This design comes from an exercise in tuning for small area and a short achievable clock period on the open sky130 flow, not from production work. Function was checked by simulation only, so behaviour that the tests miss may differ from the original.

`config.mk`:
```
export PLATFORM = sky130hd
export DESIGN_NAME = aes_round_top
export DESIGN_NICKNAME = aes_round_top
export VERILOG_FILES = /design/flow/design.v
export SDC_FILE = /design/flow/constraint.sdc
export NUM_CORES = 4
export LEC_CHECK = 0
export CAP_MARGIN = 20
export CORE_MARGIN = 2
export CORE_UTILIZATION = 50
export PLACE_DENSITY = 0.65
export SLEW_MARGIN = 20
export SYNTH_HIERARCHICAL = 1
export SYNTH_MINIMUM_KEEP_SIZE = 0
```
`constraint.sdc`:
```
create_clock -name core_clock -period 7.0 [get_ports {clk}]
set_input_delay 1.4000 -clock core_clock [delete_from_list [all_inputs] [get_ports {clk}]]
set_output_delay 1.4000 -clock core_clock [all_outputs]
set_load 0.01 [all_outputs]
```
`design.v`:
```
module g_xor2 (input wire a, input wire b, output wire y); assign y = a ^ b; endmodule
module g_xnor2 (input wire a, input wire b, output wire y); assign y = ~(a ^ b); endmodule
module g_nand2 (input wire a, input wire b, output wire y); assign y = ~(a & b); endmodule
module g_nor2 (input wire a, input wire b, output wire y); assign y = ~(a | b); endmodule
module g_nand2b (input wire an, input wire b, output wire y); assign y = ~(~an & b); endmodule
module g_inv (input wire a, output wire y); assign y = ~a; endmodule
module inv_mixcol (
    input  wire [31:0] x,
    output wire [31:0] y
);
    wire w32, w33, w34, w35, w36, w37, w38, w39, w40, w41, w42, w43, w44, w45, w46, w47, w48, w49, w50, w51, w52, w53, w54, w55, w56, w57, w58, w59, w60, w61, w62, w63, w64, w65, w66, w67, w68, w69, w70, w71, w72, w73, w74, w75, w76, w77, w78, w79, w80, w81, w82, w83, w84, w85, w86, w87, w88, w89, w90, w91, w92, w93, w94, w95, w96, w97, w98, w99, w100, w101, w102, w103, w104, w105, w106, w107, w108, w109, w110, w111, w112, w113, w114, w115, w116, w117, w118, w119, w120, w121, w122, w123, w124, w125, w126, w127, w128, w129, w130, w131, w132, w133, w134, w135, w136, w137, w138, w139, w140, w141, w142, w143, w144, w145, w146, w147, w148, w149, w150, w151, w152, w153, w154, w155, w156, w157, w158, w159, w160, w161, w162, w163, w164, w165, w166, w167, w168, w169, w170, w171, w172, w173, w174, w175, w176, w177, w178, w179, w180, w181, w182, w183, w184, w185, w186, w187, w188, w189, w190, w191, w192, w193, w194, w195, w196, w197, w198, w199, w200, w201, w202, w203, w204;
    g_xor2 g0 (.a(x[5]), .b(x[21]), .y(w32));
    g_xor2 g1 (.a(x[13]), .b(x[29]), .y(w33));
    g_xor2 g2 (.a(x[14]), .b(x[30]), .y(w34));
    g_xor2 g3 (.a(x[6]), .b(x[22]), .y(w35));
    g_xor2 g4 (.a(w32), .b(w33), .y(w36));
    g_xor2 g5 (.a(x[15]), .b(x[19]), .y(w37));
    g_xor2 g6 (.a(x[7]), .b(x[23]), .y(w38));
    g_xor2 g7 (.a(x[18]), .b(w34), .y(w39));
    g_xor2 g8 (.a(x[3]), .b(x[31]), .y(w40));
    g_xor2 g9 (.a(x[10]), .b(w35), .y(w41));
    g_xor2 g10 (.a(x[25]), .b(w36), .y(w42));
    g_xor2 g11 (.a(x[12]), .b(x[28]), .y(w43));
    g_xor2 g12 (.a(x[26]), .b(w41), .y(w44));
    g_xor2 g13 (.a(x[0]), .b(x[16]), .y(w45));
    g_xor2 g14 (.a(x[1]), .b(x[17]), .y(w46));
    g_xor2 g15 (.a(x[11]), .b(x[27]), .y(w47));
    g_xor2 g16 (.a(x[8]), .b(x[24]), .y(w48));
    g_xor2 g17 (.a(x[4]), .b(x[20]), .y(w49));
    g_xor2 g18 (.a(x[2]), .b(w39), .y(w50));
    g_xor2 g19 (.a(x[9]), .b(w46), .y(w51));
    g_xor2 g20 (.a(w38), .b(w47), .y(w52));
    g_xor2 g21 (.a(w37), .b(w40), .y(w53));
    g_xor2 g22 (.a(w43), .b(w49), .y(w54));
    g_xor2 g23 (.a(x[15]), .b(x[31]), .y(w55));
    g_xor2 g24 (.a(x[9]), .b(w34), .y(w56));
    g_xor2 g25 (.a(w45), .b(w48), .y(w57));
    g_xor2 g26 (.a(w44), .b(w50), .y(w58));
    g_xor2 g27 (.a(x[23]), .b(w36), .y(w59));
    g_xor2 g28 (.a(w52), .b(w53), .y(w60));
    g_xor2 g29 (.a(w42), .b(w51), .y(w61));
    g_xor2 g30 (.a(x[7]), .b(x[11]), .y(w62));
    g_xor2 g31 (.a(x[23]), .b(x[27]), .y(w63));
    g_xor2 g32 (.a(w35), .b(w48), .y(w64));
    g_xor2 g33 (.a(x[7]), .b(w36), .y(w65));
    g_xor2 g34 (.a(w42), .b(w56), .y(w66));
    g_xor2 g35 (.a(x[15]), .b(x[24]), .y(w67));
    g_xor2 g36 (.a(x[9]), .b(x[26]), .y(w68));
    g_xor2 g37 (.a(x[0]), .b(x[31]), .y(w69));
    g_xor2 g38 (.a(x[7]), .b(x[8]), .y(w70));
    g_xor2 g39 (.a(w35), .b(w43), .y(w71));
    g_xor2 g40 (.a(w37), .b(w62), .y(w72));
    g_xor2 g41 (.a(w46), .b(w47), .y(w73));
    g_xor2 g42 (.a(w45), .b(w55), .y(w74));
    g_xor2 g43 (.a(w40), .b(w63), .y(w75));
    g_xor2 g44 (.a(w32), .b(w55), .y(w76));
    g_xor2 g45 (.a(w34), .b(w45), .y(w77));
    g_xor2 g46 (.a(w34), .b(w49), .y(w78));
    g_xor2 g47 (.a(w33), .b(w38), .y(w79));
    g_xor2 g48 (.a(w57), .b(w73), .y(w80));
    g_xor2 g49 (.a(w54), .b(w79), .y(w81));
    g_xor2 g50 (.a(w32), .b(w52), .y(w82));
    g_xor2 g51 (.a(w33), .b(w53), .y(w83));
    g_xor2 g52 (.a(w54), .b(w76), .y(w84));
    g_xor2 g53 (.a(w38), .b(w50), .y(w85));
    g_xor2 g54 (.a(x[29]), .b(w60), .y(w86));
    g_xor2 g55 (.a(x[13]), .b(w60), .y(w87));
    g_xor2 g56 (.a(w44), .b(w74), .y(w88));
    g_xor2 g57 (.a(w35), .b(w59), .y(w89));
    g_xor2 g58 (.a(x[5]), .b(x[22]), .y(w90));
    g_xor2 g59 (.a(x[7]), .b(x[22]), .y(w91));
    g_xor2 g60 (.a(x[5]), .b(x[20]), .y(w92));
    g_xor2 g61 (.a(x[15]), .b(x[30]), .y(w93));
    g_xor2 g62 (.a(x[4]), .b(x[21]), .y(w94));
    g_xor2 g63 (.a(x[2]), .b(x[10]), .y(w95));
    g_xor2 g64 (.a(x[2]), .b(x[26]), .y(w96));
    g_xor2 g65 (.a(x[5]), .b(x[30]), .y(w97));
    g_xor2 g66 (.a(x[6]), .b(x[14]), .y(w98));
    g_xor2 g67 (.a(x[1]), .b(x[16]), .y(w99));
    g_xor2 g68 (.a(x[6]), .b(x[30]), .y(w100));
    g_xor2 g69 (.a(x[17]), .b(x[25]), .y(w101));
    g_xor2 g70 (.a(x[17]), .b(x[24]), .y(w102));
    g_xor2 g71 (.a(x[20]), .b(x[28]), .y(w103));
    g_xor2 g72 (.a(x[8]), .b(x[31]), .y(w104));
    g_xor2 g73 (.a(x[2]), .b(x[17]), .y(w105));
    g_xor2 g74 (.a(x[12]), .b(x[29]), .y(w106));
    g_xor2 g75 (.a(x[14]), .b(x[21]), .y(w107));
    g_xor2 g76 (.a(x[6]), .b(x[21]), .y(w108));
    g_xor2 g77 (.a(w69), .b(w102), .y(w109));
    g_xor2 g78 (.a(x[1]), .b(x[25]), .y(w110));
    g_xor2 g79 (.a(x[16]), .b(x[31]), .y(w111));
    g_xor2 g80 (.a(x[0]), .b(x[15]), .y(w112));
    g_xor2 g81 (.a(w37), .b(w96), .y(w113));
    g_xor2 g82 (.a(x[28]), .b(w49), .y(w114));
    g_xor2 g83 (.a(w48), .b(w101), .y(w115));
    g_xor2 g84 (.a(x[12]), .b(w92), .y(w116));
    g_xor2 g85 (.a(w46), .b(w69), .y(w117));
    g_xor2 g86 (.a(x[12]), .b(w37), .y(w118));
    g_xor2 g87 (.a(x[15]), .b(w70), .y(w119));
    g_xor2 g88 (.a(x[28]), .b(w94), .y(w120));
    g_xor2 g89 (.a(x[16]), .b(w67), .y(w121));
    g_xor2 g90 (.a(x[4]), .b(w106), .y(w122));
    g_xor2 g91 (.a(x[3]), .b(w68), .y(w123));
    g_xor2 g92 (.a(x[4]), .b(w43), .y(w124));
    g_xor2 g93 (.a(x[31]), .b(w98), .y(w125));
    g_xor2 g94 (.a(w40), .b(w62), .y(w126));
    g_xor2 g95 (.a(x[1]), .b(w68), .y(w127));
    g_xor2 g96 (.a(x[22]), .b(w93), .y(w128));
    g_xor2 g97 (.a(x[20]), .b(w43), .y(w129));
    g_xor2 g98 (.a(x[14]), .b(w91), .y(w130));
    g_xor2 g99 (.a(x[19]), .b(w95), .y(w131));
    g_xor2 g100 (.a(w35), .b(w70), .y(w132));
    g_xor2 g101 (.a(x[13]), .b(w103), .y(w133));
    g_xor2 g102 (.a(x[18]), .b(w40), .y(w134));
    g_xor2 g103 (.a(w49), .b(w63), .y(w135));
    g_xor2 g104 (.a(x[23]), .b(w100), .y(w136));
    g_xor2 g105 (.a(w39), .b(w72), .y(w137));
    g_xor2 g106 (.a(w114), .b(w126), .y(w138));
    g_xor2 g107 (.a(w72), .b(w124), .y(w139));
    g_xor2 g108 (.a(w99), .b(w119), .y(w140));
    g_xor2 g109 (.a(x[23]), .b(w109), .y(w141));
    g_xor2 g110 (.a(w56), .b(w105), .y(w142));
    g_xor2 g111 (.a(w71), .b(w107), .y(w143));
    g_xor2 g112 (.a(w41), .b(w134), .y(w144));
    g_xor2 g113 (.a(w64), .b(w127), .y(w145));
    g_xor2 g114 (.a(w51), .b(w121), .y(w146));
    g_xor2 g115 (.a(w64), .b(w111), .y(w147));
    g_xor2 g116 (.a(w78), .b(w90), .y(w148));
    g_xor2 g117 (.a(w117), .b(w132), .y(w149));
    g_xor2 g118 (.a(w78), .b(w108), .y(w150));
    g_xor2 g119 (.a(w75), .b(w129), .y(w151));
    g_xor2 g120 (.a(w67), .b(w77), .y(w152));
    g_xor2 g121 (.a(w75), .b(w131), .y(w153));
    g_xor2 g122 (.a(w64), .b(w112), .y(w154));
    g_xor2 g123 (.a(w77), .b(w104), .y(w155));
    g_xor2 g124 (.a(w41), .b(w115), .y(w156));
    g_xor2 g125 (.a(w71), .b(w97), .y(w157));
    g_xor2 g126 (.a(w118), .b(w135), .y(w158));
    g_xor2 g127 (.a(w57), .b(w123), .y(w159));
    g_xor2 g128 (.a(w39), .b(w110), .y(w160));
    g_xor2 g129 (.a(w44), .b(w138), .y(w161));
    g_xor2 g130 (.a(w82), .b(w133), .y(w162));
    g_xor2 g131 (.a(w57), .b(w153), .y(w163));
    g_xor2 g132 (.a(w59), .b(w155), .y(w164));
    g_xor2 g133 (.a(w84), .b(w130), .y(w165));
    g_xor2 g134 (.a(w42), .b(w149), .y(w166));
    g_xor2 g135 (.a(w65), .b(w152), .y(w167));
    g_xor2 g136 (.a(w80), .b(w144), .y(w168));
    g_xor2 g137 (.a(w82), .b(w122), .y(w169));
    g_xor2 g138 (.a(w42), .b(w137), .y(w170));
    g_xor2 g139 (.a(w50), .b(w139), .y(w171));
    g_xor2 g140 (.a(w50), .b(w151), .y(w172));
    g_xor2 g141 (.a(w81), .b(w125), .y(w173));
    g_xor2 g142 (.a(w80), .b(w113), .y(w174));
    g_xor2 g143 (.a(w65), .b(w147), .y(w175));
    g_xor2 g144 (.a(w59), .b(w154), .y(w176));
    g_xor2 g145 (.a(w84), .b(w136), .y(w177));
    g_xor2 g146 (.a(w44), .b(w158), .y(w178));
    g_xor2 g147 (.a(w61), .b(w178), .y(w179));
    g_xor2 g148 (.a(w83), .b(w120), .y(w180));
    g_xor2 g149 (.a(w81), .b(w128), .y(w181));
    g_xor2 g150 (.a(w83), .b(w116), .y(w182));
    g_xor2 g151 (.a(w88), .b(w160), .y(w183));
    g_xor2 g152 (.a(w58), .b(w162), .y(w184));
    g_xor2 g153 (.a(w86), .b(w148), .y(w185));
    g_xor2 g154 (.a(w85), .b(w156), .y(w186));
    g_xor2 g155 (.a(w87), .b(w150), .y(w187));
    g_xor2 g156 (.a(w85), .b(w145), .y(w188));
    g_xor2 g157 (.a(w66), .b(w163), .y(w189));
    g_xor2 g158 (.a(w66), .b(w141), .y(w190));
    g_xor2 g159 (.a(w89), .b(w174), .y(w191));
    g_xor2 g160 (.a(w65), .b(w168), .y(w192));
    g_xor2 g161 (.a(w66), .b(w140), .y(w193));
    g_xor2 g162 (.a(w61), .b(w172), .y(w194));
    g_xor2 g163 (.a(w58), .b(w180), .y(w195));
    g_xor2 g164 (.a(w61), .b(w171), .y(w196));
    g_xor2 g165 (.a(w87), .b(w157), .y(w197));
    g_xor2 g166 (.a(w89), .b(w146), .y(w198));
    g_xor2 g167 (.a(w88), .b(w142), .y(w199));
    g_xor2 g168 (.a(w58), .b(w169), .y(w200));
    g_xor2 g169 (.a(w61), .b(w161), .y(w201));
    g_xor2 g170 (.a(w159), .b(w170), .y(w202));
    g_xor2 g171 (.a(w58), .b(w182), .y(w203));
    g_xor2 g172 (.a(w86), .b(w143), .y(w204));
    assign y[0] = w175;
    assign y[1] = w190;
    assign y[2] = w183;
    assign y[3] = w191;
    assign y[4] = w194;
    assign y[5] = w195;
    assign y[6] = w185;
    assign y[7] = w177;
    assign y[8] = w167;
    assign y[9] = w166;
    assign y[10] = w188;
    assign y[11] = w189;
    assign y[12] = w201;
    assign y[13] = w200;
    assign y[14] = w197;
    assign y[15] = w173;
    assign y[16] = w176;
    assign y[17] = w193;
    assign y[18] = w199;
    assign y[19] = w192;
    assign y[20] = w196;
    assign y[21] = w203;
    assign y[22] = w187;
    assign y[23] = w165;
    assign y[24] = w164;
    assign y[25] = w198;
    assign y[26] = w186;
    assign y[27] = w202;
    assign y[28] = w179;
    assign y[29] = w184;
    assign y[30] = w204;
    assign y[31] = w181;
endmodule
module sb_a (
    input  wire [7:0] y,
    output wire [7:0] x,
    output wire [3:0] t
);
    wire w8, w9, w10, w11, w12, w13, w14, w15, w16, w17, w18, w19, w20, w21, w22, w23, w24, w25, w26, w27, w28, w29, w30, w31, w32, w33, w34, w43, w44, w45, w46, w47, w48, w49, w50, w51, w52, w53, w54, w55, w56, w57, w58, w59, w60, w61, w62, w63, w64, w65;
    g_xor2 g0 (.a(y[0]), .b(y[1]), .y(w8));
    g_xor2 g1 (.a(y[2]), .b(y[5]), .y(w9));
    g_xor2 g2 (.a(y[6]), .b(y[7]), .y(w10));
    g_xnor2 g3 (.a(y[0]), .b(y[4]), .y(w11));
    g_xor2 g4 (.a(y[7]), .b(w8), .y(w12));
    g_xor2 g5 (.a(y[1]), .b(y[4]), .y(w13));
    g_xor2 g6 (.a(y[2]), .b(y[3]), .y(w14));
    g_xor2 g7 (.a(y[0]), .b(y[5]), .y(w15));
    g_xnor2 g8 (.a(y[1]), .b(y[2]), .y(w16));
    g_xor2 g9 (.a(y[3]), .b(y[5]), .y(w17));
    g_xor2 g10 (.a(y[4]), .b(w8), .y(w18));
    g_xnor2 g11 (.a(w8), .b(w9), .y(w19));
    g_xnor2 g12 (.a(y[4]), .b(w9), .y(w20));
    g_xor2 g13 (.a(w10), .b(w13), .y(w21));
    g_xnor2 g14 (.a(w10), .b(w11), .y(w22));
    g_xor2 g15 (.a(w8), .b(w14), .y(w23));
    g_xor2 g16 (.a(y[6]), .b(w13), .y(w24));
    g_xor2 g17 (.a(w12), .b(w14), .y(w25));
    g_xnor2 g18 (.a(y[5]), .b(w8), .y(w26));
    g_xor2 g19 (.a(w13), .b(w17), .y(w27));
    g_xnor2 g20 (.a(y[5]), .b(w11), .y(w28));
    g_xor2 g21 (.a(w9), .b(w10), .y(w29));
    g_xor2 g22 (.a(y[6]), .b(w17), .y(w30));
    g_xnor2 g23 (.a(w12), .b(w20), .y(w31));
    g_xor2 g24 (.a(y[2]), .b(w18), .y(w32));
    g_xnor2 g25 (.a(y[6]), .b(w19), .y(w33));
    g_xor2 g26 (.a(w14), .b(w21), .y(w34));
    g_nand2 g27 (.a(w18), .b(w29), .y(w43));
    g_nand2 g28 (.a(w19), .b(w33), .y(w44));
    g_nand2 g29 (.a(w20), .b(w12), .y(w45));
    g_nand2b g30 (.an(y[1]), .b(w27), .y(w46));
    g_nand2 g31 (.a(w15), .b(w30), .y(w47));
    g_nand2 g32 (.a(w26), .b(w24), .y(w48));
    g_nand2 g33 (.a(w11), .b(w34), .y(w49));
    g_nand2 g34 (.a(w16), .b(w23), .y(w50));
    g_nand2 g35 (.a(w32), .b(w22), .y(w51));
    g_xor2 g36 (.a(w45), .b(w49), .y(w52));
    g_xor2 g37 (.a(w48), .b(w49), .y(w53));
    g_xor2 g38 (.a(w44), .b(w51), .y(w54));
    g_xor2 g39 (.a(w52), .b(w54), .y(w55));
    g_xor2 g40 (.a(w28), .b(w55), .y(w56));
    g_xor2 g41 (.a(w47), .b(w51), .y(w57));
    g_xnor2 g42 (.a(y[6]), .b(w53), .y(w58));
    g_xor2 g43 (.a(w57), .b(w58), .y(w59));
    g_xor2 g44 (.a(w46), .b(w50), .y(w60));
    g_xnor2 g45 (.a(w31), .b(w60), .y(w61));
    g_xor2 g46 (.a(w53), .b(w61), .y(w62));
    g_xor2 g47 (.a(w43), .b(w50), .y(w63));
    g_xor2 g48 (.a(w25), .b(w63), .y(w64));
    g_xor2 g49 (.a(w52), .b(w64), .y(w65));
    assign x[0] = w30;
    assign x[1] = w27;
    assign x[2] = w33;
    assign x[3] = w29;
    assign x[4] = w15;
    g_inv g50 (.a(y[1]), .y(x[5]));
    assign x[6] = w19;
    assign x[7] = w18;
    assign t[0] = w59;
    assign t[1] = w62;
    assign t[2] = w56;
    assign t[3] = w65;
endmodule
module sb_b (
    input  wire [7:0] x,
    input  wire [3:0] t,
    output wire [3:0] ti
);
    wire w12, w13, w14, w15, w16, w17, w18, w19, w20, w21, w22, w23, w24, w25, w26, w27, w28;
    g_xnor2 g0 (.a(t[2]), .b(t[3]), .y(w12));
    g_nand2 g1 (.a(t[2]), .b(t[0]), .y(w13));
    g_xor2 g2 (.a(t[1]), .b(w13), .y(w14));
    g_xnor2 g3 (.a(t[0]), .b(t[1]), .y(w15));
    g_xor2 g4 (.a(t[3]), .b(w13), .y(w16));
    g_nor2 g5 (.a(w16), .b(w15), .y(w17));
    g_nor2 g6 (.a(w14), .b(w12), .y(w18));
    g_nand2 g7 (.a(t[0]), .b(t[3]), .y(w19));
    g_nor2 g8 (.a(w15), .b(w19), .y(w20));
    g_xor2 g9 (.a(w15), .b(w13), .y(w21));
    g_nand2 g10 (.a(t[1]), .b(t[2]), .y(w22));
    g_nor2 g11 (.a(w12), .b(w22), .y(w23));
    g_xor2 g12 (.a(w12), .b(w13), .y(w24));
    g_xor2 g13 (.a(t[1]), .b(w17), .y(w25));
    g_xor2 g14 (.a(w20), .b(w21), .y(w26));
    g_xor2 g15 (.a(t[3]), .b(w18), .y(w27));
    g_xor2 g16 (.a(w23), .b(w24), .y(w28));
    assign ti[0] = w28;
    assign ti[1] = w27;
    assign ti[2] = w26;
    assign ti[3] = w25;
endmodule
module sb_c (
    input  wire [7:0] x,
    input  wire [3:0] ti,
    output wire [7:0] s
);
    wire w12, w13, w14, w15, w16, w17, w18, w19, w20, w21, w22, w23, w24, w25, w26, w27, w28, w29, w30, w31, w32, w33, w34, w35, w36, w37, w38, w39, w40, w41, w42, w43, w44, w45, w46, w47, w48, w49, w50, w51, w52, w53, w54, w55, w56, w57, w58, w59, w60, w61, w62, w63, w64, w65, w66, w67, w68, w69, w70, w71, w72, w73, w74, w75, w76, w77, w78;
    g_xor2 g0 (.a(x[7]), .b(x[5]), .y(w12));
    g_xor2 g1 (.a(x[6]), .b(x[4]), .y(w13));
    g_xor2 g2 (.a(x[7]), .b(x[6]), .y(w14));
    g_xor2 g3 (.a(x[5]), .b(x[4]), .y(w15));
    g_xor2 g4 (.a(w12), .b(w13), .y(w16));
    g_xor2 g5 (.a(x[3]), .b(x[1]), .y(w17));
    g_xor2 g6 (.a(x[2]), .b(x[0]), .y(w18));
    g_xor2 g7 (.a(x[3]), .b(x[2]), .y(w19));
    g_xor2 g8 (.a(x[1]), .b(x[0]), .y(w20));
    g_xor2 g9 (.a(w17), .b(w18), .y(w21));
    g_xor2 g10 (.a(ti[3]), .b(ti[1]), .y(w22));
    g_xor2 g11 (.a(ti[2]), .b(ti[0]), .y(w23));
    g_xor2 g12 (.a(ti[3]), .b(ti[2]), .y(w24));
    g_xor2 g13 (.a(ti[1]), .b(ti[0]), .y(w25));
    g_xor2 g14 (.a(w22), .b(w23), .y(w26));
    g_nand2 g15 (.a(ti[3]), .b(x[3]), .y(w27));
    g_nand2 g16 (.a(ti[2]), .b(x[2]), .y(w28));
    g_nand2 g17 (.a(w24), .b(w19), .y(w29));
    g_nand2 g18 (.a(ti[1]), .b(x[1]), .y(w30));
    g_nand2 g19 (.a(ti[0]), .b(x[0]), .y(w31));
    g_nand2 g20 (.a(w25), .b(w20), .y(w32));
    g_nand2 g21 (.a(w22), .b(w17), .y(w33));
    g_nand2 g22 (.a(w23), .b(w18), .y(w34));
    g_nand2 g23 (.a(w26), .b(w21), .y(w35));
    g_nand2 g24 (.a(ti[3]), .b(x[7]), .y(w36));
    g_nand2 g25 (.a(ti[2]), .b(x[6]), .y(w37));
    g_nand2 g26 (.a(w24), .b(w14), .y(w38));
    g_nand2 g27 (.a(ti[1]), .b(x[5]), .y(w39));
    g_nand2 g28 (.a(ti[0]), .b(x[4]), .y(w40));
    g_nand2 g29 (.a(w25), .b(w15), .y(w41));
    g_nand2 g30 (.a(w22), .b(w12), .y(w42));
    g_nand2 g31 (.a(w23), .b(w13), .y(w43));
    g_nand2 g32 (.a(w26), .b(w16), .y(w44));
    g_xor2 g33 (.a(w27), .b(w43), .y(w45));
    g_xor2 g34 (.a(w37), .b(w44), .y(w46));
    g_xor2 g35 (.a(w28), .b(w30), .y(w47));
    g_xnor2 g36 (.a(w36), .b(w46), .y(w48));
    g_xor2 g37 (.a(w29), .b(w34), .y(w49));
    g_xor2 g38 (.a(w32), .b(w35), .y(w50));
    g_xor2 g39 (.a(w40), .b(w44), .y(w51));
    g_xor2 g40 (.a(w39), .b(w41), .y(w52));
    g_xor2 g41 (.a(w45), .b(w52), .y(w53));
    g_xor2 g42 (.a(w33), .b(w42), .y(w54));
    g_xnor2 g43 (.a(w31), .b(w47), .y(w55));
    g_xor2 g44 (.a(w45), .b(w48), .y(w56));
    g_xor2 g45 (.a(w28), .b(w29), .y(w57));
    g_xor2 g46 (.a(w39), .b(w43), .y(w58));
    g_xor2 g47 (.a(w31), .b(w41), .y(w59));
    g_xor2 g48 (.a(w35), .b(w43), .y(w60));
    g_xor2 g49 (.a(w29), .b(w32), .y(w61));
    g_xor2 g50 (.a(w50), .b(w54), .y(w62));
    g_xor2 g51 (.a(w49), .b(w50), .y(w63));
    g_xnor2 g52 (.a(w33), .b(w60), .y(w64));
    g_xnor2 g53 (.a(w30), .b(w61), .y(w65));
    g_xor2 g54 (.a(w51), .b(w58), .y(w66));
    g_xnor2 g55 (.a(w38), .b(w46), .y(w67));
    g_xor2 g56 (.a(w49), .b(w54), .y(w68));
    g_xor2 g57 (.a(w51), .b(w59), .y(w69));
    g_xor2 g58 (.a(w48), .b(w64), .y(w70));
    g_xor2 g59 (.a(w53), .b(w55), .y(w71));
    g_xor2 g60 (.a(w53), .b(w68), .y(w72));
    g_xor2 g61 (.a(w62), .b(w69), .y(w73));
    g_xor2 g62 (.a(w47), .b(w63), .y(w74));
    g_xor2 g63 (.a(w57), .b(w70), .y(w75));
    g_xor2 g64 (.a(w67), .b(w71), .y(w76));
    g_xor2 g65 (.a(w56), .b(w65), .y(w77));
    g_xor2 g66 (.a(w55), .b(w56), .y(w78));
    assign s[0] = w75;
    assign s[1] = w73;
    assign s[2] = w77;
    assign s[3] = w74;
    assign s[4] = w76;
    assign s[5] = w78;
    assign s[6] = w72;
    assign s[7] = w66;
endmodule
module aes_round_top (
    input  wire         clk,
    input  wire         rst,
    input  wire         in_valid,
    input  wire [127:0] state_in,
    input  wire [127:0] round_key,
    output wire         out_valid,
    output wire [127:0] state_out
);
    reg [3:0] vld;
    always @(posedge clk) begin
        if (rst) vld <= 4'd0;
        else     vld <= {vld[2:0], in_valid};
    end
    assign out_valid = vld[3];
    wire [127:0] ark = state_in ^ round_key;
    wire [127:0] ark_q = ark;
    wire [127:0] mc;
    genvar c, i;
    generate
        for (c = 0; c < 4; c = c + 1) begin : g_col
            inv_mixcol u_mc (.x(ark_q[127 - 32*c -: 32]), .y(mc[127 - 32*c -: 32]));
        end
    endgenerate
    reg  [127:0] mc_q;
    always @(posedge clk) mc_q <= mc;
    wire [127:0] x0;
    wire [63:0] t0;
    reg  [63:0] t0_q;
    always @(posedge clk) t0_q <= t0;
    reg  [127:0] x0_q;
    always @(posedge clk) x0_q <= x0;
    wire [63:0] ti1;
    reg  [63:0] ti1_q;
    always @(posedge clk) ti1_q <= ti1;
    reg  [127:0] x0_q_q;
    always @(posedge clk) x0_q_q <= x0_q;
    wire [127:0] sb;
    generate
        for (i = 0; i < 16; i = i + 1) begin : g_sb
            sb_a u_sb_a (.y(mc_q[127 - 8*i -: 8]), .x(x0[8*i +: 8]), .t(t0[4*i +: 4]));
            sb_b u_sb_b (.x(x0_q[8*i +: 8]), .t(t0_q[4*i +: 4]), .ti(ti1[4*i +: 4]));
            sb_c u_sb_c (.x(x0_q_q[8*i +: 8]), .ti(ti1_q[4*i +: 4]), .s(sb[127 - 8*(4*(((i / 4) + (i % 4)) % 4) + (i % 4)) -: 8]));
        end
    endgenerate
    reg  [127:0] sb_q;
    always @(posedge clk) sb_q <= sb;
    assign state_out = sb_q;
endmodule
```
`run.sh`:
```
#!/bin/bash
# synth_recipe.tcl (not shown) runs the flow's synth.tcl, then flattens the netlist and writes it again
# the make line also repeats each setting of config.mk as NAME=value (left out here)
make -C /OpenROAD-flow-scripts/flow DESIGN_CONFIG=/design/flow/config.mk WORK_HOME=/design/flow/orfs CLKGATE_MAP_FILE= SYNTH_SCRIPT=/design/flow/synth_recipe.tcl finish
```
==> results.yml, run 1 <==
run_status:
  status: "finished clean"
worst_setup_path:
  r2r_end: "t0_q[30]"
  worstSetupStartpointType: "input port"
  cp_max_fo: 4
  arrival_ns: 4.35
  worstPathRequired_ns: 7.46
  cp-end-kind: "flip-flop"
  r2r_slack_ns: 4.64
  reg2regPathDepth: 7
  path_class: "in2reg"
  r2r_start: "mc_q[65]"
clock_tree:
  cts.hold.buffers_added: 0
  clock_sinks: 644
  clock-root-buffer: "clkbuf_16"
  clkTransAtPathRegs_ns: 0.06
  cts.repair.resized: 0
  htreeDepth: 3
  clkLatencyLatePin_ns: 0.60
  cts_setup_buffers: 0
  numCtsBuffers: 72
  clockBufferDepth: 3
  cts_tree: "done"
synthesis:
  synthCells: 4124
  syn_area_per_cell_um2: 9.694
  yosys_warnings: 7
  netlist_area_um2: 39980
  synth_top_area_share_pct: 46.71
  synth_seq_cells: 644
  ys_top_cells_by_area: "xor2_1 47%, dfxtp_1 32%, buf_4 9.3%"
  yosysUniqueCellTypes: 9
  yosys.area.top_type: "xor2_1"
  seq_area_frac_synth_pct: 32.25
  synth_nets: 4383
sta:
  slew_headroom_pct: 22.89
  finClkSkew_ns: 0.01591
  holdWs_ns: 0.3128
  fin_setup_tns_ns: 0
  report.final.slew_viol_count: 0
  tightest_slew_ns: 1.153
  max_freq_mhz: 257.0
  setup_viol_count_final: 0
  min_period_ns: 3.890
  fin_crit_sh_pct: 55.58
  final-hold-violation-count: 0
  rsz0062_at_grt: "false"
placed_design:
  gp_congestion: 0.8678
  portBuffers: 387
  dp_cells: 5069
  hpwlAfterDp_um: 61030
detailed_routing:
  drt-initial-drc-count: 789
  finalWirelength_um: 74390
  drc_errors: 0
  viasPerCell: 4.340
  wl_per_cell_um: 14.30
  final_antenna_net_count: 0
  via_count: 22580
  firstDrtPassIters: 5
global_routing:
  grt_pass1_vias: 22900
  grt_pass1_wl_um: 118000
  antenna_found_initial: 0
  grt_overflow_total: 0
  grt_max_degree: 16
  grt_usage_pct: 17.83
cells_and_area:
  n_antenna_cell: 0
  utilization_pct: 55.58
  synthToLayoutAreaGrowth_pct: 10.02
  mostFrequentLayoutCell: "xor2_1"
  drive_gt1_share_pct: 3.082
  multi_input_area_um2: 23310
  finalNetCount: 4352
  fillers: 7078
  seq_area_um2: 12890
  final_cell_mix: "2131 x xor2_1, 644 x dfxtp_1, 464 x nand2_1"
  final_cells: 5203
floorplanning:
  num_io_pins: 388
  die_w_um: 286.8
  rows: 103
  start_util_pct: 50.52
  core_um2: 79130
  die-area_um2: 82230
  chipHeight_um: 286.8
min_path:
  min_to: "x0_q_q[103]"
  hp-class: "reg2reg"
  min_path_cells: 0
  hp-start: "x0_q[103]"
job:
  maxCapViolCount: 0
## modules after synthesis, one instance, submodules excluded
module         cells inside  flops+latches
sb_c                      8              0
g_xor2                    1              0
aes_round_top           776            644
inv_mixcol               32              0
g_nand2                   1              0
g_nand2b                  1              0
g_nor2                    1              0
sb_b                      4              0
sb_a                     11              0
g_xnor2                   1              0
g_inv                     1              0
## critical path, cell delays in order
cell and delay (ns):
clkdlybuf4s50_1 0.49, xor2_1 0.48, xor2_1 0.44, xor2_1 0.49, xor2_1 0.43, xor2_1 0.49
xor2_1 0.12
## worst max-delay path by stage
stage | startpoint | to | slack, ns | depth (start not counted)
3_3_place_gp | state_in[118] | mc_q[101] | 2.64 | 7
6_report | round_key[21] | mc_q[28] | 3.11 | 7
5_1_grt | state_in[86] | mc_q[85] | 2.97 | 7
4_1_cts | state_in[6] | mc_q[5] | 3.18 | 7
3_5_place_dp | state_in[6] | mc_q[21] | 2.54 | 7
2_1_floorplan | round_key[118] | mc_q[101] | 3.36 | 7
## cells in the mapped netlist
cell type,count
nor2_1,64
xnor2_1,288
xor2_1,2132
inv_1,16
nand2_1,464
buf_4,496
nor2b_1,4
dfxtp_1,644
nand2b_1,16
## per-stage QoR
step | worst slack, ns | instance area (um2)
after floorplan | 3.362 | 39980
after global placement | 2.638 | 41470
after detailed placement | 2.544 | 41470
after CTS | 3.180 | 43980
after global routing | 2.975 | 43980
final | 3.110 | 43980
## cell families (layout without fill, tap and decap cells)
| kind of cell | after synthesis | in the layout | synth area share [%] |
|---|---|---|---|
| XOR/XNOR | 2420 | 2420 | 53.02 |
| flip-flops | 644 | 644 | 32.25 |
| AND/OR/NAND/NOR | 548 | 548 | 5.270 |
| buffers and inverters | 512 | 541 | 9.464 |
## registers in the layout (all words and copies together), names as in the netlist
| signal | count |
|---|---|
| mc_q | 128 |
| ti1_q | 64 |
| sb_q | 128 |
| x0_q_q | 128 |
| t0_q | 64 |
| vld | 4 |
| x0_q | 128 |
## metal layers
| metal | vias to the layer above | part of all wire [%] | track usage, % |
|---|---|---|---|
| met5 | - | 0 | 0 |
| met4 | 0 | 2.2 | 4.935 |
| met3 | 100 | 4.4 | 3.196 |
| met2 | 378 | 45 | 28.76 |
| met1 | 10160 | 49 | 24.43 |
| li1 | 11940 | - | - |
## final cells by class
| cell class | count | area share, % |
|---|---|---|
| sequential | 644 | 29.31 |
| multi-input combinational | 2968 | 53.00 |
| clock buffer | 93 | 4.529 |
| inverter | 16 | 0.1365 |
| tap | 1050 | 2.987 |
| timing repair buffer | 391 | 8.875 |
| clock inverter | 41 | 1.163 |
==> run 2, diff against run 1 <==
==> flow/run.sh (new file) <==
#!/bin/bash
set -euo pipefail
export BUFFER_PORTS_ARGS="-buffer_cell sky130_fd_sc_hd__buf_2"
bash standard.sh > standard_flow.log 2>&1
==> standard.sh (new file) <==
#!/bin/bash
# synth_recipe.tcl (not shown) runs the flow's synth.tcl, then flattens the netlist and writes it again
# the make line also repeats each setting of config.mk as NAME=value (left out here)
make -C /OpenROAD-flow-scripts/flow DESIGN_CONFIG=/design/flow/config.mk WORK_HOME=/design/flow/orfs CLKGATE_MAP_FILE= SYNTH_SCRIPT=/design/flow/synth_recipe.tcl "${@:-finish}"
removed: run.sh
==> results.yml, run 2 <==
detailed_routing:
  drc_errors: 0
  drt-initial-drc-count: 733
  wl_per_cell_um: 13.94
  via_count: 22560
  firstDrtPassIters: 4
  final_antenna_net_count: 0
  finalWirelength_um: 72520
  viasPerCell: 4.337
worst_setup_path:
  worstSetupStartpointType: "input port"
  critPathMaxStageDelay_ns: 0.67
  cp-end-kind: "flip-flop"
  worstPathRequired_ns: 7.45
  cp_cell_sequence: "buf_2 -> xor2_1 -> xor2_1 -> xor2_1 -> xor2_1 -> xor2_1 -> xor2_1"
  cp_common_cell: "xor2_1"
  arrival_ns: 4.01
  cp_max_fo: 5
  worst-path-buf-inv: 1
  path_class: "in2reg"
  cp_slowest_cell: "xor2_1"
  critPathTopFamily: "XOR/XNOR gates"
synthesis:
  synth_ff_type: "dfxtp_1"
  yosysMostFrequentCell: "xor2_1"
  synth_top_area_share_pct: 46.71
  synthCells: 4124
  synth_edf_count: 0
  seq_area_frac_synth_pct: 32.25
  yosys.area.top_type: "xor2_1"
  yosys_warnings: 7
  netlist_area_um2: 39980
  yosysUniqueCellTypes: 9
  ys_top_cells_by_area: "xor2_1 47%, dfxtp_1 32%, buf_4 9.3%"
  syn_area_per_cell_um2: 9.694
  synthTopCellsByCount: "2132 x xor2_1, 644 x dfxtp_1, 496 x buf_4"
  synth_nets: 4383
  synth_seq_cells: 644
  async_flop_share_pct: 0
sta:
  rsz0062_at_grt: "false"
  setup_viol_count_final: 0
  slew_headroom_pct: 29.92
  min_period_ns: 3.560
  holdWs_ns: 0.3176
  fin_setup_tns_ns: 0
  tightest_slew_ns: 1.048
  fin_crit_sh_pct: 50.85
  finClkSkew_ns: 0.01652
  max_freq_mhz: 280.9
  final-hold-violation-count: 0
  report.final.slew_viol_count: 0
min_path:
  hp-class: "reg2reg"
floorplanning:
  start_util_pct: 50.52
  core_um2: 79130
  die-area_um2: 82230
  chipHeight_um: 286.8
  rows: 103
  num_io_pins: 388
  die_w_um: 286.8
clock_tree:
  cts_setup_buffers: 0
  clock-root-buffer: "clkbuf_16"
  clock_sinks: 644
  htreeDepth: 3
  numCtsBuffers: 71
  clockBufferDepth: 3
  cts_tree: "done"
  clkTransAtPathRegs_ns: 0.06
  cts.repair.resized: 0
  cts.hold.buffers_added: 0
  clkLatencyLatePin_ns: 0.60
global_routing:
  grt_pass1_vias: 23070
  antenna_found_initial: 1
  grt_pass1_wl_um: 116100
  grt_max_degree: 16
  grt_usage_pct: 17.37
  grt_overflow_total: 0
placed_design:
  dpl_cell_area_um2: 39550
  hpwlAfterDp_um: 59240
  portBuffers: 387
  gp_congestion: 0.8753
cells_and_area:
  finalNetCount: 4353
  final_cell_mix: "2132 x xor2_1, 644 x dfxtp_1, 464 x nand2_1"
  drive_gt1_share_pct: 12.36
  n_antenna_cell: 0
  final_area_um2: 42060
  mostFrequentLayoutCell: "xor2_1"
  synthToLayoutAreaGrowth_pct: 5.201
job:
  maxCapViolCount: 0
run_status:
  status: "finished clean"
-- run 2: cell counts after synthesis --
No cell type changed its count.
-- run 2: cells by family after synthesis --
| group | share of synthesized area (%) |
|---|---|
| DFF | 32.25 |
| and+or+nand+nor | 5.270 |
| buffers and inverters | 9.464 |
| xor gates and xnor gates | 53.02 |
-- run 2: final timing paths --
check / slack, ns / end / startpoint / cells after the start
worst min register to register: 0.32 / x0_q_q[55] / x0_q[55] / 0
worst min-delay path: 0.32 / x0_q_q[55] / x0_q[55] / 0
worst max-delay path: 3.44 / mc_q[13] / round_key[6] / 7
worst max register to register: 4.68 / t0_q[30] / mc_q[65] / 7
-- run 2: through the flow --
step / setup slack, ns / utilization, % / std cells
after CTS: 3.517 / 53.15 / 5202
after detailed placement: 2.890 / 49.98 / 5071
after floorplan: 3.362 / - / 4124
after global placement: 3.038 / 49.98 / 5071
after global routing: 3.323 / 53.15 / 5202
final: 3.440 / 53.15 / 5202
-- run 2: metal layers --
layer	GRT usage [%]	wire, um
met4	5.612	1732
met1	23.35	34790
met5	0	0
met3	2.862	3244
met2	28.38	32750
-- run 2: per-module statistics from Yosys, one instance, submodules excluded, a selection --
module         flip-flops and latches  cells inside  cell area, um2
sb_a                                0            11           82.58
g_inv                               0             1           3.754
sb_c                                0             8           60.06
g_nand2                             0             1           3.754
inv_mixcol                          0            32           240.2
g_nand2b                            0             1           6.256
aes_round_top                     644           776           14040
g_xor2                              0             1           8.758
-- run 2: area by class of cell --
cell class	instances	area, um2
clock buffers	91	1953
clock inverters	40	554.3
fillers	7267	37070
inverters	16	60.06
multi-input cells	2968	23300
flip-flops and latches	644	12890
well taps	1050	1314
repair buffers	393	1982
==> run 3, diff against run 2 <==
--- a/design.v
+++ b/design.v
@@ -218,9 +218,9 @@
 module sb_a (
     input  wire [7:0] y,
     output wire [7:0] x,
-    output wire [3:0] t
+    output wire [3:0] ti
 );
-    wire w8, w9, w10, w11, w12, w13, w14, w15, w16, w17, w18, w19, w20, w21, w22, w23, w24, w25, w26, w27, w28, w29, w30, w31, w32, w33, w34, w43, w44, w45, w46, w47, w48, w49, w50, w51, w52, w53, w54, w55, w56, w57, w58, w59, w60, w61, w62, w63, w64, w65;
+    wire w8, w9, w10, w11, w12, w13, w14, w15, w16, w17, w18, w19, w20, w21, w22, w23, w24, w25, w26, w27, w28, w29, w30, w31, w32, w33, w34, w43, w44, w45, w46, w47, w48, w49, w50, w51, w52, w53, w54, w55, w56, w57, w58, w59, w60, w61, w62, w63, w64, w65, w66, w67, w68, w69, w70, w71, w72, w73, w74, w75, w76, w77, w78, w79, w80, w81, w82;
     g_xor2 g0 (.a(y[0]), .b(y[1]), .y(w8));
     g_xor2 g1 (.a(y[2]), .b(y[5]), .y(w9));
     g_xor2 g2 (.a(y[6]), .b(y[7]), .y(w10));
@@ -271,49 +271,38 @@
     g_xor2 g47 (.a(w43), .b(w50), .y(w63));
     g_xor2 g48 (.a(w25), .b(w63), .y(w64));
     g_xor2 g49 (.a(w52), .b(w64), .y(w65));
+    g_xnor2 g50 (.a(w56), .b(w65), .y(w66));
+    g_nand2 g51 (.a(w56), .b(w59), .y(w67));
+    g_xor2 g52 (.a(w62), .b(w67), .y(w68));
+    g_xnor2 g53 (.a(w59), .b(w62), .y(w69));
+    g_xor2 g54 (.a(w65), .b(w67), .y(w70));
+    g_nor2 g55 (.a(w70), .b(w69), .y(w71));
+    g_nor2 g56 (.a(w68), .b(w66), .y(w72));
+    g_nand2 g57 (.a(w59), .b(w65), .y(w73));
+    g_nor2 g58 (.a(w69), .b(w73), .y(w74));
+    g_xor2 g59 (.a(w69), .b(w67), .y(w75));
+    g_nand2 g60 (.a(w62), .b(w56), .y(w76));
+    g_nor2 g61 (.a(w66), .b(w76), .y(w77));
+    g_xor2 g62 (.a(w66), .b(w67), .y(w78));
+    g_xor2 g63 (.a(w62), .b(w71), .y(w79));
+    g_xor2 g64 (.a(w74), .b(w75), .y(w80));
+    g_xor2 g65 (.a(w65), .b(w72), .y(w81));
+    g_xor2 g66 (.a(w77), .b(w78), .y(w82));
     assign x[0] = w30;
     assign x[1] = w27;
     assign x[2] = w33;
     assign x[3] = w29;
     assign x[4] = w15;
-    g_inv g50 (.a(y[1]), .y(x[5]));
+    g_inv g67 (.a(y[1]), .y(x[5]));
     assign x[6] = w19;
     assign x[7] = w18;
-    assign t[0] = w59;
-    assign t[1] = w62;
-    assign t[2] = w56;
-    assign t[3] = w65;
+    assign ti[0] = w82;
+    assign ti[1] = w81;
+    assign ti[2] = w80;
+    assign ti[3] = w79;
 endmodule
 module sb_b (
     input  wire [7:0] x,
-    input  wire [3:0] t,
-    output wire [3:0] ti
-);
-    wire w12, w13, w14, w15, w16, w17, w18, w19, w20, w21, w22, w23, w24, w25, w26, w27, w28;
-    g_xnor2 g0 (.a(t[2]), .b(t[3]), .y(w12));
-    g_nand2 g1 (.a(t[2]), .b(t[0]), .y(w13));
-    g_xor2 g2 (.a(t[1]), .b(w13), .y(w14));
-    g_xnor2 g3 (.a(t[0]), .b(t[1]), .y(w15));
-    g_xor2 g4 (.a(t[3]), .b(w13), .y(w16));
-    g_nor2 g5 (.a(w16), .b(w15), .y(w17));
-    g_nor2 g6 (.a(w14), .b(w12), .y(w18));
-    g_nand2 g7 (.a(t[0]), .b(t[3]), .y(w19));
-    g_nor2 g8 (.a(w15), .b(w19), .y(w20));
-    g_xor2 g9 (.a(w15), .b(w13), .y(w21));
-    g_nand2 g10 (.a(t[1]), .b(t[2]), .y(w22));
-    g_nor2 g11 (.a(w12), .b(w22), .y(w23));
-    g_xor2 g12 (.a(w12), .b(w13), .y(w24));
-    g_xor2 g13 (.a(t[1]), .b(w17), .y(w25));
-    g_xor2 g14 (.a(w20), .b(w21), .y(w26));
-    g_xor2 g15 (.a(t[3]), .b(w18), .y(w27));
-    g_xor2 g16 (.a(w23), .b(w24), .y(w28));
-    assign ti[0] = w28;
-    assign ti[1] = w27;
-    assign ti[2] = w26;
-    assign ti[3] = w25;
-endmodule
-module sb_c (
-    input  wire [7:0] x,
     input  wire [3:0] ti,
     output wire [7:0] s
 );
@@ -403,12 +392,12 @@
     output wire         out_valid,
     output wire [127:0] state_out
 );
-    reg [3:0] vld;
+    reg [2:0] vld;
     always @(posedge clk) begin
-        if (rst) vld <= 4'd0;
-        else     vld <= {vld[2:0], in_valid};
+        if (rst) vld <= 3'd0;
+        else     vld <= {vld[1:0], in_valid};
     end
-    assign out_valid = vld[3];
+    assign out_valid = vld[2];
     wire [127:0] ark = state_in ^ round_key;
     wire [127:0] ark_q = ark;
     wire [127:0] mc;
@@ -421,22 +410,16 @@
     reg  [127:0] mc_q;
     always @(posedge clk) mc_q <= mc;
     wire [127:0] x0;
-    wire [63:0] t0;
-    reg  [63:0] t0_q;
-    always @(posedge clk) t0_q <= t0;
+    wire [63:0] ti0;
+    reg  [63:0] ti0_q;
+    always @(posedge clk) ti0_q <= ti0;
     reg  [127:0] x0_q;
     always @(posedge clk) x0_q <= x0;
-    wire [63:0] ti1;
-    reg  [63:0] ti1_q;
-    always @(posedge clk) ti1_q <= ti1;
-    reg  [127:0] x0_q_q;
-    always @(posedge clk) x0_q_q <= x0_q;
     wire [127:0] sb;
     generate
         for (i = 0; i < 16; i = i + 1) begin : g_sb
-            sb_a u_sb_a (.y(mc_q[127 - 8*i -: 8]), .x(x0[8*i +: 8]), .t(t0[4*i +: 4]));
-            sb_b u_sb_b (.x(x0_q[8*i +: 8]), .t(t0_q[4*i +: 4]), .ti(ti1[4*i +: 4]));
-            sb_c u_sb_c (.x(x0_q_q[8*i +: 8]), .ti(ti1_q[4*i +: 4]), .s(sb[127 - 8*(4*(((i / 4) + (i % 4)) % 4) + (i % 4)) -: 8]));
+            sb_a u_sb_a (.y(mc_q[127 - 8*i -: 8]), .x(x0[8*i +: 8]), .ti(ti0[4*i +: 4]));
+            sb_b u_sb_b (.x(x0_q[8*i +: 8]), .ti(ti0_q[4*i +: 4]), .s(sb[127 - 8*(4*(((i / 4) + (i % 4)) % 4) + (i % 4)) -: 8]));
         end
     endgenerate
     reg  [127:0] sb_q;
==> results.yml, run 3 <==
worst_setup_path:
  cp-end-kind: "flip-flop"
  cp_cell_sequence: "buf_2 -> xor2_1 -> xor2_1 -> xor2_1 -> xor2_1 -> xor2_1 -> xor2_1"
  worstSetupStartpointType: "input port"
  cp_max_fo: 5
  critPathTopFamily: "XOR/XNOR gates"
  cp_common_cell: "xor2_1"
  critPathMaxStageDelay_ns: 0.67
  path_class: "in2reg"
  worst-path-buf-inv: 1
  worstPathRequired_ns: 7.49
  cp_slowest_cell: "xor2_1"
  arrival_ns: 4.18
synthesis:
  async_flop_share_pct: 0
  synth_edf_count: 0
  seq_area_frac_synth_pct: 25.34
  synthCells: 3866
  yosys.area.top_type: "xor2_1"
  ys_top_cells_by_area: "xor2_1 52%, dfxtp_1 25%, buf_4 9.1%"
  synth_ff_type: "dfxtp_1"
  synth_nets: 4125
  yosysMostFrequentCell: "xor2_1"
  netlist_area_um2: 35630
  synth_seq_cells: 451
  yosysUniqueCellTypes: 9
  synthTopCellsByCount: "2132 x xor2_1, 464 x nand2_1, 451 x dfxtp_1"
  synth_top_area_share_pct: 52.41
  syn_area_per_cell_um2: 9.216
  yosys_warnings: 7
min_path:
  hp-class: "reg2reg"
clock_tree:
  cts_tree: "done"
  clockBufferDepth: 3
  cts_setup_buffers: 0
  cts.hold.buffers_added: 0
  cts.repair.resized: 0
  clock_sinks: 451
  clock-root-buffer: "clkbuf_16"
  numCtsBuffers: 54
  clkLatencyLatePin_ns: 0.63
  htreeDepth: 2
  clkTransAtPathRegs_ns: 0.06
sta:
  rsz0062_at_grt: "false"
  final-hold-violation-count: 0
  tightest_slew_ns: 0.9066
  slew_headroom_pct: 39.35
  finClkSkew_ns: 0.03953
  fin_setup_tns_ns: 0
  report.final.slew_viol_count: 0
  max_freq_mhz: 270.6
  holdWs_ns: 0.4427
  fin_crit_sh_pct: 52.79
  min_period_ns: 3.695
  setup_viol_count_final: 0
floorplanning:
  start_util_pct: 50.70
  die-area_um2: 73410
  die_w_um: 270.9
  chipHeight_um: 270.9
  core_um2: 70270
  num_io_pins: 388
  rows: 97
detailed_routing:
  drc_errors: 0
  viasPerCell: 4.363
  met1_length_um: 35000
  route.met3.wl_um: 2375
  highest_layer: "met4"
  wl_met2_um: 31690
  via_count: 21240
  final_antenna_net_count: 0
  drt-initial-drc-count: 713
  finalWirelength_um: 70170
  firstDrtPassIters: 5
  wl_per_cell_um: 14.42
placed_design:
  gp_congestion: 0.8695
  portBuffers: 387
  dp_cells: 4767
  hpwlAfterDp_um: 58540
global_routing:
  grt_pass1_vias: 21980
  grt_pass1_wl_um: 114100
  grt_overflow_total: 0
  grt_max_degree: 17
  grt_usage_pct: 18.99
  antenna_found_initial: 1
cells_and_area:
  finalNetCount: 4142
  final_cells: 4868
  final_cell_mix: "2132 x xor2_1, 464 x nand2_1, 451 x dfxtp_1"
  utilization_pct: 53.44
  synthToLayoutAreaGrowth_pct: 5.398
  n_antenna_cell: 0
  fillers: 6482
  mostFrequentLayoutCell: "xor2_1"
  largestRegisters: "mc_q: 128 flops, sb_q: 128 flops, x0_q: 128 flops"
  drive_gt1_share_pct: 12.45
job:
  maxCapViolCount: 0
run_status:
  status: "finished clean"
-- run 3: cell families (layout without fill, tap and decap cells) --
kind of cell,count (synthesis),in the layout,synth area share (%)
buffers and inverters,448,510,9.271
xor gates and xnor gates,2420,2420,59.49
and+or+nand+nor,547,547,5.896
DFF,451,451,25.34
-- run 3: per-stage QoR --
| stage | worst slack (ns) | cell area [um2] |
|---|---|---|
| detailed placement | 2.713 | 35540 |
| floorplan | 3.362 | 35630 |
| global placement | 2.799 | 35540 |
| finish | 3.305 | 37550 |
| global route | 3.173 | 37550 |
| CTS | 3.387 | 37550 |
-- run 3: layout make-up --
type                       instances  area [um2]  share of cell area [%]
timing repair buffer             393        1982                   5.278
tap                              940        1176                   3.132
sequential                       451        9029                   24.04
inverter                          16       60.06                  0.1599
multi-input combinational       2967       23300                   62.04
clock inverter                    31       486.7                   1.296
clock buffer                      70        1521                   4.052
-- run 3: final timing paths --
kind	start	endpoint	slack (ns)	cells after the start
setup / recovery	round_key[38]	mc_q[53]	3.30	7
hold / removal	vld[0]	vld[1]	0.44	1
setup reg to reg	mc_q[113]	ti0_q[5]	3.85	11
hold reg to reg	vld[0]	vld[1]	0.44	1
-- run 3: per-module statistics from Yosys, one instance, submodules excluded --
module,cell area (um2),flip-flops and latches,cells
g_nand2b,6.256,0,1
g_nand2,3.754,0,1
inv_mixcol,240.2,0,32
g_inv,3.754,0,1
g_xnor2,8.758,0,1
sb_b,60.06,0,8
sb_a,82.58,0,11
g_nor2,3.754,0,1
g_xor2,8.758,0,1
aes_round_top,10170,451,582
-- run 3: metal layers --
metal	GRT usage (%)	vias to the layer above
li1	-	11290
met1	26.34	9558
met2	31.48	315
met3	2.592	74
met4	3.606	0
met5	0	-
-- run 3: worst reg2reg max path, stage by stage, from the launching register on --
cell and delay (ns):
dfxtp_1 0.48, xor2_1 0.52, xor2_1 0.37, xor2_1 0.18
nand2_1 0.11, xor2_1 0.21, xor2_1 0.19, xor2_1 0.28
nand2_1 0.21, xor2_1 0.20, nor2_1 0.14, xor2_1 0.19
==> run 4, diff against run 3 <==
--- a/config.mk
+++ b/config.mk
@@ -9,6 +9,7 @@
 export CORE_MARGIN = 2
 export CORE_UTILIZATION = 50
 export PLACE_DENSITY = 0.65
+export SETUP_SLACK_MARGIN = 4.1
 export SLEW_MARGIN = 20
 export SYNTH_HIERARCHICAL = 1
 export SYNTH_MINIMUM_KEEP_SIZE = 0
==> results.yml, run 4 <==
worst_setup_path:
  cp_cell_sequence: "buf_2 -> xor2_4 -> xor2_4 -> xor2_2 -> xor2_2 -> xor2_1 -> xor2_1"
  critPathMaxStageDelay_ns: 0.35
  arrival_ns: 3.31
  path_class: "in2reg"
  cp-end-kind: "flip-flop"
  worstSetupStartpointType: "input port"
  cp_slowest_cell: "xor2_4"
  worstPathRequired_ns: 7.52
  cp_max_fo: 5
detailed_routing:
  final_antenna_net_count: 0
  wl_per_cell_um: 13.38
  via_count: 21010
  firstDrtPassIters: 4
  drc_errors: 0
  finalWirelength_um: 65300
  viasPerCell: 4.305
  drt-initial-drc-count: 506
min_path:
  hp-class: "reg2reg"
global_routing:
  antenna_found_initial: 0
  grt_pass1_wl_um: 106100
  grt_usage_pct: 17.41
  use_met1_pct: 21.24
  grt_overflow_total: 0
  grt_max_degree: 16
  gr-usage-met2_pct: 32.01
  grt.met3_usage_pct: 2.388
  grt_pass1_vias: 21700
  busiest_layer: "met2"
sta:
  final-hold-violation-count: 0
  setup_viol_count_final: 0
  layout_setup_ws_ns: 4.201
  max_freq_mhz: 357.3
  finClkSkew_ns: 0.01936
  fin_crit_sh_pct: 39.98
  min_period_ns: 2.799
  slew_headroom_pct: 38.73
  rsz0062_at_grt: "true"
  report.final.slew_viol_count: 0
  fin_setup_tns_ns: 0
  tightest_slew_ns: 0.9159
placed_design:
  gp_congestion: 0.8611
  hpwlAfterDp_um: 54250
  dpl_cell_area_um2: 37690
  portBuffers: 387
  preCtsSetupSlack_ns: 3.587
clock_tree:
  numCtsBuffers: 51
  htreeDepth: 2
  cts_tree: "done"
  clock_sinks: 451
  clock-root-buffer: "clkbuf_16"
  cts.hold.buffers_added: 0
  clkTransAtPathRegs_ns: 0.06
  clockBufferDepth: 3
  clkLatencyLatePin_ns: 0.59
synthesis:
  seq_area_frac_synth_pct: 25.34
  synth_top_area_share_pct: 52.41
  async_flop_share_pct: 0
  synth_nets: 4125
  synth_seq_cells: 451
  netlist_area_um2: 35630
  syn_area_per_cell_um2: 9.216
  yosysMostFrequentCell: "xor2_1"
  synth_ff_type: "dfxtp_1"
  yosysUniqueCellTypes: 9
  synthCells: 3866
  synthTopCellsByCount: "2132 x xor2_1, 464 x nand2_1, 451 x dfxtp_1"
  yosys.area.top_type: "xor2_1"
  ys_top_cells_by_area: "xor2_1 52%, dfxtp_1 25%, buf_4 9.1%"
  synth_edf_count: 0
  yosys_warnings: 7
cells_and_area:
  largestRegisters: "mc_q: 128 flops, sb_q: 128 flops, x0_q: 128 flops"
  n_antenna_cell: 0
  utilization_pct: 58.07
  final_area_um2: 40810
  fillers: 6124
  drive_gt1_share_pct: 21.90
  seq_area_um2: 9125
  synthToLayoutAreaGrowth_pct: 14.54
  mostFrequentLayoutCell: "xor2_1"
  final_cell_mix: "1848 x xor2_1, 458 x nand2_1, 387 x buf_2"
  finalNetCount: 4160
  multi_input_area_um2: 26500
job:
  maxCapViolCount: 0
floorplanning:
  rows: 97
  die-area_um2: 73410
  start_util_pct: 50.70
  chipHeight_um: 270.9
  die_w_um: 270.9
  core_um2: 70270
  num_io_pins: 388
run_status:
  status: "finished clean"
[run 4: final cells by class]
type | count | area share (%)
Timing Repair Buffer | 414 | 5.243
Inverter | 16 | 0.1472
Clock buffer | 73 | 3.778
Multi-Input combinational cell | 2967 | 64.94
Tap cell | 940 | 2.882
Clock inverter | 20 | 0.6439
Sequential cell | 451 | 22.36
[run 4: repair_timing]
action	4_1_cts	5_1_grt
buffers inserted	0	27
gates resized for setup	36	166
pin swaps	1	28
gates cloned	0	0
setup endpoints to repair	63	66
[run 4: cell families (layout without fill, tap and decap cells)]
family	count (synthesis)	after routing	synth area share [%]
simple gates	547	547	5.896
buf+inv	448	523	9.271
xor+xnor	2420	2420	59.49
flops	451	451	25.34
[run 4: stage by stage]
step | hold WS (ns) | instances
final | 0.4406 | 4881
after global routing | 0.4611 | 4881
after global placement | 0.4223 | 4761
after CTS | 0.4458 | 4854
after floorplan | 0.4138 | 3866
after detailed placement | 0.4288 | 4761
[run 4: critical path: cells and delay by family]
kind                      cells  cell delay, ns
xor gates and xnor gates      6            1.78
buffers and inverters         1            0.13
[run 4: path summary, 6_finish.rpt]
| path | start | end | slack (ns) | cells after the start |
|---|---|---|---|---|
| worst max-delay path | state_in[102] | mc_q[114] | 4.20 | 7 |
| worst max register to register | mc_q[103] | ti0_q[15] | 4.27 | 11 |
| worst min-delay path | vld[0] | vld[1] | 0.44 | 1 |
| worst min register to register | vld[0] | vld[1] | 0.44 | 1 |
[run 4: per-module statistics from Yosys, one instance, submodules excluded, excerpt]
module	area, um2	cells inside
g_nand2b	6.256	1
sb_b	60.06	8
g_xnor2	8.758	1
g_nor2	3.754	1
aes_round_top	10170	582
sb_a	82.58	11
g_nand2	3.754	1
[run 4: routing by layer]
metal	wire length, um	vias up
li1	-	11120
met1	28270	9527
met2	33770	289
met3	1955	78
met4	1312	0
met5	0	-

[port drivers added, routing unchanged]
No port has a modelled driver above. Below, the same layouts with a new extraction and two added sets of constraints.
Step 1 (the two cells are an assumption about what drives the block):
set clk [get_ports {clk}]
set_driving_cell -lib_cell sky130_fd_sc_hd__clkbuf_16 $clk
set_driving_cell -lib_cell sky130_fd_sc_hd__buf_2 [delete_from_list [all_inputs] $clk]
Step 2 adds t to the input delays and takes it off the output delays; t is the mean of the earliest and latest rising clock arrival at the registers after step 1. Input paths then give back, and output paths get back, about the clock's delay inside the block.
a / b / c = ideal / step 1 / step 2; a / b = the first two.
run | t (ns) | setup WS [ns] | slew at the worst register clock pin (ns) | worst data-port slew with drivers (ns)
run 1 | 0.660 | 3.110 / 3.147 / 2.487 | 0.06 / 0.06 | 0.08
run 2 | 0.655 | 3.440 / 3.485 / 2.830 | 0.06 / 0.06 | 0.09
run 3 | 0.663 | 3.305 / 3.342 / 2.679 | 0.07 / 0.07 | 0.08
run 4 | 0.637 | 4.201 / 4.233 / 3.596 | 0.07 / 0.07 | 0.06
After both steps setup and hold are still met in every run listed. For run 3, which loses most, drivers alone change the setup slack by +0.037 ns; drivers and shift together by -0.626 ns.
